What follows belongs to an exercise in optimizing a design on an open flow for small area; a production flow would make more cautious choices. Function was checked by simulation only, so behaviour that the tests miss may differ from the original. Power figures rest on the tool's default switching activity, not on a simulated workload.

==> flow/design.v <==
`timescale 1 ns / 1 ps
module axi_lite_ripple_cnt #(parameter integer W = 14) (
	input  wire         clk,
	input  wire         clr,
	input  wire         inc,
	output reg  [W-1:0] q
);
	wire [W:0] t;
	assign t[0] = inc;
	genvar i;
	generate
		for (i = 0; i < W; i = i + 1) begin : bit_
			assign t[i+1] = t[i] & q[i];
			always @(posedge clk)
				q[i] <= ~clr & (q[i] ^ t[i]);
		end
	endgenerate
endmodule
module axi_lite_wrapper_master_lite_v1_0_M00_AXI (
	input  wire          INIT_AXI_READ,
	input  wire          INIT_AXI_WRITE,
	input  wire          INIT_AXI_TXN,
	output reg           ERROR,
	output wire          TXN_DONE,
	input  wire          M_AXI_ACLK,
	input  wire          M_AXI_ARESETN,
	output wire [15 : 2] M_AXI_AWADDR,
	output reg           M_AXI_AWVALID,
	input  wire          M_AXI_AWREADY,
	output wire [31 : 0] M_AXI_WDATA,
	output reg           M_AXI_WVALID,
	input  wire          M_AXI_WREADY,
	input  wire [1 : 0]  M_AXI_BRESP,
	input  wire          M_AXI_BVALID,
	output reg           M_AXI_BREADY,
	output wire [15 : 2] M_AXI_ARADDR,
	output reg           M_AXI_ARVALID,
	input  wire          M_AXI_ARREADY,
	input  wire [1 : 0]  M_AXI_RRESP,
	input  wire          M_AXI_RVALID,
	output reg           M_AXI_RREADY
);
	reg         init_txn_ff, init_txn_ff2;
	reg         init_read_ff, init_read_ff2;
	reg         init_write_ff, init_write_ff2;
	reg         write_run, read_run;
	reg         writes_done, reads_done, error_reg;
	wire [9:0]  write_index;
	wire rst   = !M_AXI_ARESETN;
	wire txn_p = init_txn_ff & !init_txn_ff2;
	wire rd_p  = init_read_ff & !init_read_ff2;
	wire wr_p  = init_write_ff & !init_write_ff2;
	wire clr   = rst | txn_p;
	wire idle  = !write_run & !read_run;
	wire w_done  = M_AXI_WVALID & M_AXI_WREADY & (M_AXI_AWREADY | !M_AXI_AWVALID);
	wire b_hs    = M_AXI_BREADY & M_AXI_BVALID;
	wire r_hs    = M_AXI_RREADY & M_AXI_RVALID;
	wire w_last  = &write_index;
	axi_lite_ripple_cnt #(14) awaddr_cnt (
		.clk(M_AXI_ACLK), .clr(clr), .inc(M_AXI_AWVALID & M_AXI_AWREADY),
		.q(M_AXI_AWADDR));
	axi_lite_ripple_cnt #(14) araddr_cnt (
		.clk(M_AXI_ACLK), .clr(clr), .inc(M_AXI_ARVALID & M_AXI_ARREADY),
		.q(M_AXI_ARADDR));
	assign write_index = M_AXI_AWADDR[11:2] - {9'd0, M_AXI_WVALID & !M_AXI_AWVALID};
	assign M_AXI_WDATA = {22'h2A8000, write_index};
	assign TXN_DONE    = writes_done | reads_done;
	always @(posedge M_AXI_ACLK) begin
		init_txn_ff2   <= init_txn_ff;
		init_read_ff2  <= init_read_ff;
		init_write_ff2 <= init_write_ff;
		if (rst) begin
			init_txn_ff   <= 1'b0;
			init_read_ff  <= 1'b0;
			init_write_ff <= 1'b0;
		end else begin
			init_txn_ff   <= INIT_AXI_TXN;
			init_read_ff  <= INIT_AXI_READ;
			init_write_ff <= INIT_AXI_WRITE;
		end
	end
	always @(posedge M_AXI_ACLK) begin
		if (clr) begin
			M_AXI_AWVALID <= 1'b0;
			M_AXI_WVALID  <= 1'b0;
			M_AXI_BREADY  <= 1'b0;
		end else if (!M_AXI_WVALID) begin
			if (write_run) begin
				M_AXI_AWVALID <= 1'b1;
				M_AXI_WVALID  <= 1'b1;
			end else if (b_hs)
				M_AXI_BREADY <= 1'b0;
		end else if (M_AXI_AWVALID & !M_AXI_AWREADY) begin
			if (b_hs)
				M_AXI_BREADY <= 1'b0;
		end else begin
			M_AXI_AWVALID <= M_AXI_WREADY & !w_last;
			M_AXI_WVALID  <= !(M_AXI_WREADY & w_last);
			M_AXI_BREADY  <= M_AXI_WREADY | (M_AXI_BREADY & !M_AXI_AWVALID);
		end
	end
	always @(posedge M_AXI_ACLK) begin
		if (clr) begin
			M_AXI_ARVALID <= 1'b0;
			M_AXI_RREADY  <= 1'b0;
		end else if (M_AXI_ARVALID) begin
			if (M_AXI_ARREADY) begin
				M_AXI_ARVALID <= 1'b0;
				M_AXI_RREADY  <= 1'b1;
			end
		end else if (M_AXI_RREADY) begin
			if (M_AXI_RVALID) begin
				M_AXI_RREADY  <= 1'b0;
				M_AXI_ARVALID <= read_run;
			end
		end else if (read_run)
			M_AXI_ARVALID <= 1'b1;
	end
	always @(posedge M_AXI_ACLK) begin
		if (rst) begin
			write_run <= 1'b0;
			read_run  <= 1'b0;
			ERROR     <= 1'b0;
		end else if (idle) begin
			write_run <= wr_p;
			read_run  <= !wr_p & rd_p;
			if (wr_p | rd_p)
				ERROR <= 1'b0;
		end else begin
			write_run <= write_run & !writes_done;
			read_run  <= read_run & !reads_done;
			if ((write_run & !writes_done) | (read_run & !reads_done))
				ERROR <= error_reg;
		end
	end
	always @(posedge M_AXI_ACLK) begin
		if (clr) begin
			writes_done <= 1'b0;
			reads_done  <= 1'b0;
			error_reg   <= 1'b0;
		end else begin
			if (w_last & b_hs)
				writes_done <= 1'b1;
			if (M_AXI_ARADDR[12] & r_hs)
				reads_done <= 1'b1;
			if ((b_hs & M_AXI_BRESP[1]) | (r_hs & M_AXI_RRESP[1]))
				error_reg <= 1'b1;
		end
	end
endmodule
`timescale 1 ns / 1 ps
module axi_lite_wrapper (
	input  wire          m00_axi_read,
	input  wire          m00_axi_write,
	input  wire          m00_axi_init_axi_txn,
	output wire          m00_axi_error,
	output wire          m00_axi_txn_done,
	input  wire          m00_axi_aclk,
	input  wire          m00_axi_aresetn,
	output wire [15 : 2] m00_axi_awaddr,
	output wire          m00_axi_awvalid,
	input  wire          m00_axi_awready,
	output wire [31 : 0] m00_axi_wdata,
	output wire          m00_axi_wvalid,
	input  wire          m00_axi_wready,
	input  wire [1 : 0]  m00_axi_bresp,
	input  wire          m00_axi_bvalid,
	output wire          m00_axi_bready,
	output wire [15 : 2] m00_axi_araddr,
	output wire          m00_axi_arvalid,
	input  wire          m00_axi_arready,
	input  wire [31 : 0] m00_axi_rdata,
	input  wire [1 : 0]  m00_axi_rresp,
	input  wire          m00_axi_rvalid,
	output wire          m00_axi_rready
);
	axi_lite_wrapper_master_lite_v1_0_M00_AXI core (
		.INIT_AXI_READ(m00_axi_read),
		.INIT_AXI_WRITE(m00_axi_write),
		.INIT_AXI_TXN(m00_axi_init_axi_txn),
		.ERROR(m00_axi_error),
		.TXN_DONE(m00_axi_txn_done),
		.M_AXI_ACLK(m00_axi_aclk),
		.M_AXI_ARESETN(m00_axi_aresetn),
		.M_AXI_AWADDR(m00_axi_awaddr),
		.M_AXI_AWVALID(m00_axi_awvalid),
		.M_AXI_AWREADY(m00_axi_awready),
		.M_AXI_WDATA(m00_axi_wdata),
		.M_AXI_WVALID(m00_axi_wvalid),
		.M_AXI_WREADY(m00_axi_wready),
		.M_AXI_BRESP(m00_axi_bresp),
		.M_AXI_BVALID(m00_axi_bvalid),
		.M_AXI_BREADY(m00_axi_bready),
		.M_AXI_ARADDR(m00_axi_araddr),
		.M_AXI_ARVALID(m00_axi_arvalid),
		.M_AXI_ARREADY(m00_axi_arready),
		.M_AXI_RRESP(m00_axi_rresp),
		.M_AXI_RVALID(m00_axi_rvalid),
		.M_AXI_RREADY(m00_axi_rready)
	);
endmodule
export LEC_CHECK = 0
export CAP_MARGIN = 20
export CORE_MARGIN = 2
export CORE_UTILIZATION = 70
export SLEW_MARGIN = 20
create_clock -name core_clock -period 5.0 [get_ports {m00_axi_aclk}]
standard.sh (not shown) runs the stock make flow with config.mk's settings and CLKGATE_MAP_FILE= SYNTH_SCRIPT=/design/flow/synth_recipe.tcl, a recipe that flattens the netlist after the stock synthesis.
==> flow/flow/run.sh <==
#!/bin/bash
set -euo pipefail
bash standard.sh \
  "BUFFER_PORTS_ARGS=-buffer_cell sky130_fd_sc_hd__buf_1" \
  "CTS_ARGS=-sink_clustering_enable -repair_clock_nets -dont_use_dummy_load -buf_list sky130_fd_sc_hd__clkbuf_4 -root_buf sky130_fd_sc_hd__clkbuf_4" \
  finish > standard.log 2>&1
==> next run, changes <==
--- a/flow/design.v
+++ b/flow/design.v
@@ -1,14 +1,16 @@
 `timescale 1 ns / 1 ps
 module axi_lite_ripple_cnt #(parameter integer W = 14) (
 	input  wire         clk,
 	input  wire         clr,
 	input  wire         inc,
-	output reg  [W-1:0] q
+	output reg  [W-1:0] q,
+	output wire         co
 );
 	wire [W:0] t;
 	assign t[0] = inc;
+	assign co   = t[W];
 	genvar i;
 	generate
 		for (i = 0; i < W; i = i + 1) begin : bit_
 			assign t[i+1] = t[i] & q[i];
 			always @(posedge clk)
@@ -43,30 +45,35 @@
 	reg         init_txn_ff, init_txn_ff2;
 	reg         init_read_ff, init_read_ff2;
 	reg         init_write_ff, init_write_ff2;
 	reg         write_run, read_run;
 	reg         writes_done, reads_done, error_reg;
-	wire [9:0]  write_index;
+	wire [9:0]  write_index, read_index;
+	wire        w_last_done, r_last_done;
 	wire rst   = !M_AXI_ARESETN;
 	wire txn_p = init_txn_ff & !init_txn_ff2;
 	wire rd_p  = init_read_ff & !init_read_ff2;
 	wire wr_p  = init_write_ff & !init_write_ff2;
 	wire clr   = rst | txn_p;
 	wire idle  = !write_run & !read_run;
 	wire w_done  = M_AXI_WVALID & M_AXI_WREADY & (M_AXI_AWREADY | !M_AXI_AWVALID);
 	wire b_hs    = M_AXI_BREADY & M_AXI_BVALID;
 	wire r_hs    = M_AXI_RREADY & M_AXI_RVALID;
-	wire w_last  = &write_index;
 	axi_lite_ripple_cnt #(14) awaddr_cnt (
 		.clk(M_AXI_ACLK), .clr(clr), .inc(M_AXI_AWVALID & M_AXI_AWREADY),
-		.q(M_AXI_AWADDR));
+		.q(M_AXI_AWADDR), .co());
 	axi_lite_ripple_cnt #(14) araddr_cnt (
 		.clk(M_AXI_ACLK), .clr(clr), .inc(M_AXI_ARVALID & M_AXI_ARREADY),
-		.q(M_AXI_ARADDR));
-	assign write_index = M_AXI_AWADDR[11:2] - {9'd0, M_AXI_WVALID & !M_AXI_AWVALID};
-	assign M_AXI_WDATA = {22'h2A8000, write_index};
-	assign TXN_DONE    = writes_done | reads_done;
+		.q(M_AXI_ARADDR), .co());
+	axi_lite_ripple_cnt #(10) windex_cnt (
+		.clk(M_AXI_ACLK), .clr(clr), .inc(w_done),
+		.q(write_index), .co(w_last_done));
+	axi_lite_ripple_cnt #(10) rindex_cnt (
+		.clk(M_AXI_ACLK), .clr(clr | (r_hs & !read_run)), .inc(r_hs),
+		.q(read_index), .co(r_last_done));
+	assign M_AXI_WDATA  = {22'h2A8000, write_index};
+	assign TXN_DONE     = writes_done | reads_done;
 	always @(posedge M_AXI_ACLK) begin
 		init_txn_ff2   <= init_txn_ff;
 		init_read_ff2  <= init_read_ff;
 		init_write_ff2 <= init_write_ff;
 		if (rst) begin
@@ -92,12 +99,12 @@
 				M_AXI_BREADY <= 1'b0;
 		end else if (M_AXI_AWVALID & !M_AXI_AWREADY) begin
 			if (b_hs)
 				M_AXI_BREADY <= 1'b0;
 		end else begin
-			M_AXI_AWVALID <= M_AXI_WREADY & !w_last;
-			M_AXI_WVALID  <= !(M_AXI_WREADY & w_last);
+			M_AXI_AWVALID <= w_done & !w_last_done;
+			M_AXI_WVALID  <= !w_last_done;
 			M_AXI_BREADY  <= M_AXI_WREADY | (M_AXI_BREADY & !M_AXI_AWVALID);
 		end
 	end
 	always @(posedge M_AXI_ACLK) begin
 		if (clr) begin
@@ -137,13 +144,13 @@
 		if (clr) begin
 			writes_done <= 1'b0;
 			reads_done  <= 1'b0;
 			error_reg   <= 1'b0;
 		end else begin
-			if (w_last & b_hs)
+			if ((&write_index) & b_hs)
 				writes_done <= 1'b1;
-			if (M_AXI_ARADDR[12] & r_hs)
+			if (r_last_done)
 				reads_done <= 1'b1;
 			if ((b_hs & M_AXI_BRESP[1]) | (r_hs & M_AXI_RRESP[1]))
 				error_reg <= 1'b1;
 		end
 	end
Outcome:
- worst setup slack is better by 0.052 ns
- wire length rises by about 34%
- sequential power rises by 43%
- clock skew rises by 0.010 ns
- clock power rises by 62%
- via count rises by about 13%
- combinational power falls by 24%
- cell area rises by 26%
- sequential share of layout area rises by 5.6 points
- area after synthesis rises by 27%
- core utilization rises by 1.5 points

-- re-timing with driven ports --
How much do the figures lean on ideal ports? The routed layouts below were timed once more, with nothing changed but the port constraints.
Step 1 sets driving cells, clkbuf_16 on the clock port and buf_2 on the other inputs (assumed; they add their load-dependent delay and slew).
Step 2 adds t to the input delays and takes it off the output delays; t is the mean of the earliest and latest rising clock arrival at the registers after step 1. Input paths then give back, and output paths get back, about the clock's delay inside the block.
Three values: ideal ports, drivers, drivers and shift; two values: the first two.
| run | shift t [ns] | slack for setup (ns) | cell pins on the clock port's net |
|---|---|---|---|
| the first run | 0.355 | 1.372 / 1.375 / 1.019 | 1 |
| the second run | 0.406 | 1.424 / 1.417 / 1.011 | 1 |
After both steps setup and hold are still met in every run listed. For the second run, which loses most, drivers alone change the setup slack by -0.007 ns; drivers and shift together by -0.413 ns.
